Source: an optimization exercise on an open RTL-to-GDS flow (aim: small area, a short achievable clock period and few clock cycles per item). Production flows keep margins and buffers that such runs may drop. RTL that was checked went through simulation tests only; none was proved equivalent to the original. Power and IR drop assume default switching activity.

## main
==> module back, before the edit <==
module back(m, l, o);
	input [12:0] m;
	input [1:0] l;
	output [14:0] o;
	wire new_n31, new_n32, new_n33, new_n34, new_n35, new_n36, new_n37, new_n38, new_n39, new_n40, new_n41, new_n42, new_n43, new_n44, new_n45, new_n47, new_n48, new_n50, new_n51, new_n52, new_n54, new_n55, new_n57, new_n58, new_n59, new_n60, new_n61, new_n62, new_n63, new_n64, new_n65, new_n66, new_n67, new_n68, new_n69, new_n70, new_n71, new_n73, new_n74, new_n76, new_n77, new_n78, new_n80, new_n81, new_n83, new_n84, new_n85, new_n86, new_n87, new_n88, new_n90, new_n91, new_n92, new_n93, new_n94, new_n95, new_n96, new_n97, new_n99, new_n100, new_n102, new_n103, new_n104, new_n106, new_n107;
	assign new_n31 = ~m[0] & m[3];
	assign new_n32 = ~m[0] & m[2];
	assign new_n33 = m[1] & ~new_n32;
	assign new_n34 = ~new_n31 & ~new_n33;
	assign new_n35 = ~m[0] & ~m[1];
	assign new_n36 = m[2] & ~new_n35;
	assign new_n37 = ~m[3] & ~new_n36;
	assign new_n38 = ~m[0] & ~new_n37;
	assign new_n39 = m[0] & new_n37;
	assign new_n40 = ~new_n38 & ~new_n39;
	assign new_n41 = ~l[1] & new_n40;
	assign new_n42 = ~new_n34 & ~new_n41;
	assign new_n43 = m[0] & m[3];
	assign new_n44 = m[2] & new_n35;
	assign new_n45 = ~new_n43 & ~new_n44;
	assign o[4] = new_n42 | ~new_n45;
	assign new_n47 = l[1] & o[4];
	assign new_n48 = ~l[1] & ~o[4];
	assign o[1] = ~new_n47 & ~new_n48;
	assign new_n50 = ~l[1] & ~new_n45;
	assign new_n51 = ~l[1] & ~new_n34;
	assign new_n52 = ~new_n40 & ~new_n51;
	assign o[2] = new_n50 | new_n52;
	assign new_n54 = l[1] & ~new_n45;
	assign new_n55 = new_n40 & new_n51;
	assign o[3] = new_n54 | new_n55;
	assign new_n57 = ~m[4] & m[7];
	assign new_n58 = ~m[4] & m[6];
	assign new_n59 = m[5] & ~new_n58;
	assign new_n60 = ~new_n57 & ~new_n59;
	assign new_n61 = ~m[4] & ~m[5];
	assign new_n62 = m[6] & ~new_n61;
	assign new_n63 = ~m[7] & ~new_n62;
	assign new_n64 = m[4] & ~new_n63;
	assign new_n65 = ~m[4] & new_n63;
	assign new_n66 = ~new_n64 & ~new_n65;
	assign new_n67 = new_n37 & ~new_n66;
	assign new_n68 = ~new_n60 & ~new_n67;
	assign new_n69 = m[4] & m[7];
	assign new_n70 = ~m[5] & new_n58;
	assign new_n71 = ~new_n69 & ~new_n70;
	assign o[8] = new_n68 | ~new_n71;
	assign new_n73 = new_n37 & o[8];
	assign new_n74 = ~new_n37 & ~o[8];
	assign o[5] = new_n73 | new_n74;
	assign new_n76 = new_n37 & ~new_n71;
	assign new_n77 = new_n37 & ~new_n60;
	assign new_n78 = new_n66 & ~new_n77;
	assign o[6] = new_n76 | new_n78;
	assign new_n80 = ~new_n37 & ~new_n71;
	assign new_n81 = ~new_n60 & new_n67;
	assign o[7] = new_n80 | new_n81;
	assign new_n83 = ~m[8] & m[11];
	assign new_n84 = ~m[8] & m[10];
	assign new_n85 = m[9] & ~new_n84;
	assign new_n86 = ~new_n83 & ~new_n85;
	assign new_n87 = ~m[8] & ~m[9];
	assign new_n88 = m[10] & ~new_n87;
	assign o[13] = m[11] | new_n88;
	assign new_n90 = ~m[8] & o[13];
	assign new_n91 = m[8] & ~o[13];
	assign new_n92 = ~new_n90 & ~new_n91;
	assign new_n93 = new_n63 & new_n92;
	assign new_n94 = ~new_n86 & ~new_n93;
	assign new_n95 = m[8] & m[11];
	assign new_n96 = m[10] & new_n87;
	assign new_n97 = ~new_n95 & ~new_n96;
	assign o[12] = new_n94 | ~new_n97;
	assign new_n99 = new_n63 & o[12];
	assign new_n100 = ~new_n63 & ~o[12];
	assign o[9] = new_n99 | new_n100;
	assign new_n102 = new_n63 & ~new_n97;
	assign new_n103 = new_n63 & ~new_n86;
	assign new_n104 = ~new_n92 & ~new_n103;
	assign o[10] = new_n102 | new_n104;
	assign new_n106 = ~new_n63 & ~new_n97;
	assign new_n107 = new_n92 & new_n103;
	assign o[11] = new_n106 | new_n107;
	assign o[0] = l[0];
	assign o[14] = m[12];
endmodule
Settings: LEC_CHECK=0, ABC_AREA=1, CAP_MARGIN=20, CORE_AREA=2.3 2.72 63.7 63.28, DIE_AREA=0 0 66 66, PLACE_DENSITY=0.6, SLEW_MARGIN=20; clock period 5.0 ns.
standard.sh (not shown) runs the stock make flow with config.mk's settings and CLKGATE_MAP_FILE= SYNTH_SCRIPT=/design/flow/synth_recipe.tcl, a recipe that flattens the netlist after the stock synthesis.
==> flow/flow/run.sh <==
#!/bin/bash
# Standard layout, but with the smallest buffer on every port instead of
# the delay buffer that buffer_ports picks by default.
set -euo pipefail
export BUFFER_PORTS_ARGS="-buffer_cell sky130_fd_sc_hd__buf_1"
export CTS_ARGS="-sink_clustering_enable -repair_clock_nets -dont_use_dummy_load -buf_list sky130_fd_sc_hd__clkbuf_4 -root_buf sky130_fd_sc_hd__clkbuf_4"
bash standard.sh > standard.log 2>&1
Testbench counts of main, summed over its fixed seeds: cycles 2,056, items 2,048.
### main -> the feature branch
diff --git a/flow/design.v b/flow/design.v
--- a/flow/design.v
+++ b/flow/design.v
@@ -169,80 +169,80 @@
 	assign new_n32 = ~m[0] & m[2];
 	assign new_n33 = m[1] & ~new_n32;
 	assign new_n34 = ~new_n31 & ~new_n33;
 	assign new_n35 = ~m[0] & ~m[1];
 	assign new_n36 = m[2] & ~new_n35;
 	assign new_n37 = ~m[3] & ~new_n36;
-	assign new_n38 = ~m[0] & ~new_n37;
-	assign new_n39 = m[0] & new_n37;
+	assign new_n38 = ~m[0] & new_n37;
+	assign new_n39 = m[0] & ~new_n37;
 	assign new_n40 = ~new_n38 & ~new_n39;
-	assign new_n41 = ~l[1] & new_n40;
+	assign new_n41 = ~l[1] & ~new_n40;
 	assign new_n42 = ~new_n34 & ~new_n41;
 	assign new_n43 = m[0] & m[3];
-	assign new_n44 = m[2] & new_n35;
+	assign new_n44 = ~m[1] & new_n32;
 	assign new_n45 = ~new_n43 & ~new_n44;
 	assign o[4] = new_n42 | ~new_n45;
-	assign new_n47 = l[1] & o[4];
-	assign new_n48 = ~l[1] & ~o[4];
+	assign new_n47 = ~l[1] & ~o[4];
+	assign new_n48 = l[1] & o[4];
 	assign o[1] = ~new_n47 & ~new_n48;
 	assign new_n50 = ~l[1] & ~new_n45;
 	assign new_n51 = ~l[1] & ~new_n34;
-	assign new_n52 = ~new_n40 & ~new_n51;
+	assign new_n52 = new_n40 & ~new_n51;
 	assign o[2] = new_n50 | new_n52;
 	assign new_n54 = l[1] & ~new_n45;
-	assign new_n55 = new_n40 & new_n51;
+	assign new_n55 = ~new_n40 & new_n51;
 	assign o[3] = new_n54 | new_n55;
 	assign new_n57 = ~m[4] & m[7];
 	assign new_n58 = ~m[4] & m[6];
 	assign new_n59 = m[5] & ~new_n58;
 	assign new_n60 = ~new_n57 & ~new_n59;
 	assign new_n61 = ~m[4] & ~m[5];
 	assign new_n62 = m[6] & ~new_n61;
 	assign new_n63 = ~m[7] & ~new_n62;
-	assign new_n64 = m[4] & ~new_n63;
-	assign new_n65 = ~m[4] & new_n63;
+	assign new_n64 = ~m[4] & new_n63;
+	assign new_n65 = m[4] & ~new_n63;
 	assign new_n66 = ~new_n64 & ~new_n65;
 	assign new_n67 = new_n37 & ~new_n66;
 	assign new_n68 = ~new_n60 & ~new_n67;
 	assign new_n69 = m[4] & m[7];
 	assign new_n70 = ~m[5] & new_n58;
 	assign new_n71 = ~new_n69 & ~new_n70;
 	assign o[8] = new_n68 | ~new_n71;
-	assign new_n73 = new_n37 & o[8];
-	assign new_n74 = ~new_n37 & ~o[8];
+	assign new_n73 = ~new_n37 & ~o[8];
+	assign new_n74 = new_n37 & o[8];
 	assign o[5] = new_n73 | new_n74;
 	assign new_n76 = new_n37 & ~new_n71;
 	assign new_n77 = new_n37 & ~new_n60;
 	assign new_n78 = new_n66 & ~new_n77;
 	assign o[6] = new_n76 | new_n78;
 	assign new_n80 = ~new_n37 & ~new_n71;
-	assign new_n81 = ~new_n60 & new_n67;
+	assign new_n81 = ~new_n66 & new_n77;
 	assign o[7] = new_n80 | new_n81;
 	assign new_n83 = ~m[8] & m[11];
 	assign new_n84 = ~m[8] & m[10];
 	assign new_n85 = m[9] & ~new_n84;
 	assign new_n86 = ~new_n83 & ~new_n85;
 	assign new_n87 = ~m[8] & ~m[9];
 	assign new_n88 = m[10] & ~new_n87;
 	assign o[13] = m[11] | new_n88;
-	assign new_n90 = ~m[8] & o[13];
-	assign new_n91 = m[8] & ~o[13];
+	assign new_n90 = ~m[8] & ~o[13];
+	assign new_n91 = m[8] & o[13];
 	assign new_n92 = ~new_n90 & ~new_n91;
-	assign new_n93 = new_n63 & new_n92;
+	assign new_n93 = new_n63 & ~new_n92;
 	assign new_n94 = ~new_n86 & ~new_n93;
 	assign new_n95 = m[8] & m[11];
-	assign new_n96 = m[10] & new_n87;
+	assign new_n96 = ~m[9] & new_n84;
 	assign new_n97 = ~new_n95 & ~new_n96;
 	assign o[12] = new_n94 | ~new_n97;
-	assign new_n99 = new_n63 & o[12];
-	assign new_n100 = ~new_n63 & ~o[12];
+	assign new_n99 = ~new_n63 & ~o[12];
+	assign new_n100 = new_n63 & o[12];
 	assign o[9] = new_n99 | new_n100;
 	assign new_n102 = new_n63 & ~new_n97;
 	assign new_n103 = new_n63 & ~new_n86;
-	assign new_n104 = ~new_n92 & ~new_n103;
+	assign new_n104 = new_n92 & ~new_n103;
 	assign o[10] = new_n102 | new_n104;
 	assign new_n106 = ~new_n63 & ~new_n97;
-	assign new_n107 = new_n92 & new_n103;
+	assign new_n107 = ~new_n92 & new_n103;
 	assign o[11] = new_n106 | new_n107;
 	assign o[0] = l[0];
 	assign o[14] = m[12];
 endmodule
Findings:
main: all stages complete, timing, DRC and antenna checks passed. The feature branch finished every stage and its layout cleared the timing, DRC and antenna checks. The feature branch vs main — amount of wire on met3 after detailed routing dropped 1.0%. On clock network contribution to total cell area, the feature branch and main are basically level. Summary — share of the clock period used by the worst path, the feature branch relative to main: higher, by 0.19 points. Compared with main, in the feature branch final design area excluding fillers closely matched the old numbers, sequential group power decreased by about 3% relative to the old numbers. The area after synthesis of the feature branch and that of main are within noise of each other. The feature branch -> main: via count flat. Summary of the feature branch over main: average wire per standard cell went up by about 1.2%, met2 track demand over resource held, worst-case setup margin in the final layout went down by 0.0094 ns, clock slew at the register clock pins of the worst setup and hold paths neither gained nor lost much, sequential portion of the cell area was more or less identical.
For the feature branch, only the layout was checked, not whether the RTL still works.

## port drivers added, routing unchanged
Ports are ideal in the flow. The routed layouts listed here were re-timed in OpenROAD. Step 1: set_driving_cell puts a clkbuf_16 on clk and a buf_2 on each other input, an assumption about the parent block. Step 2 adds t to the input delays and takes it off the output delays; t is the mean of the earliest and latest rising clock arrival at the registers after step 1. Input paths then give back, and output paths get back, about the clock's delay inside the block. Three values: ideal, step 1, step 2; two values: the first two.
run | shift t [ns] | setup slack, ns | worst setup path after step 2
main | 0.290 | 2.076 / 2.074 / 1.783 | input to register
the feature branch | 0.289 | 2.066 / 2.065 / 1.775 | input to register
After both steps setup and hold are still met in every run listed. For main, which loses most, drivers alone change the setup slack by -0.002 ns; drivers and shift together by -0.293 ns.
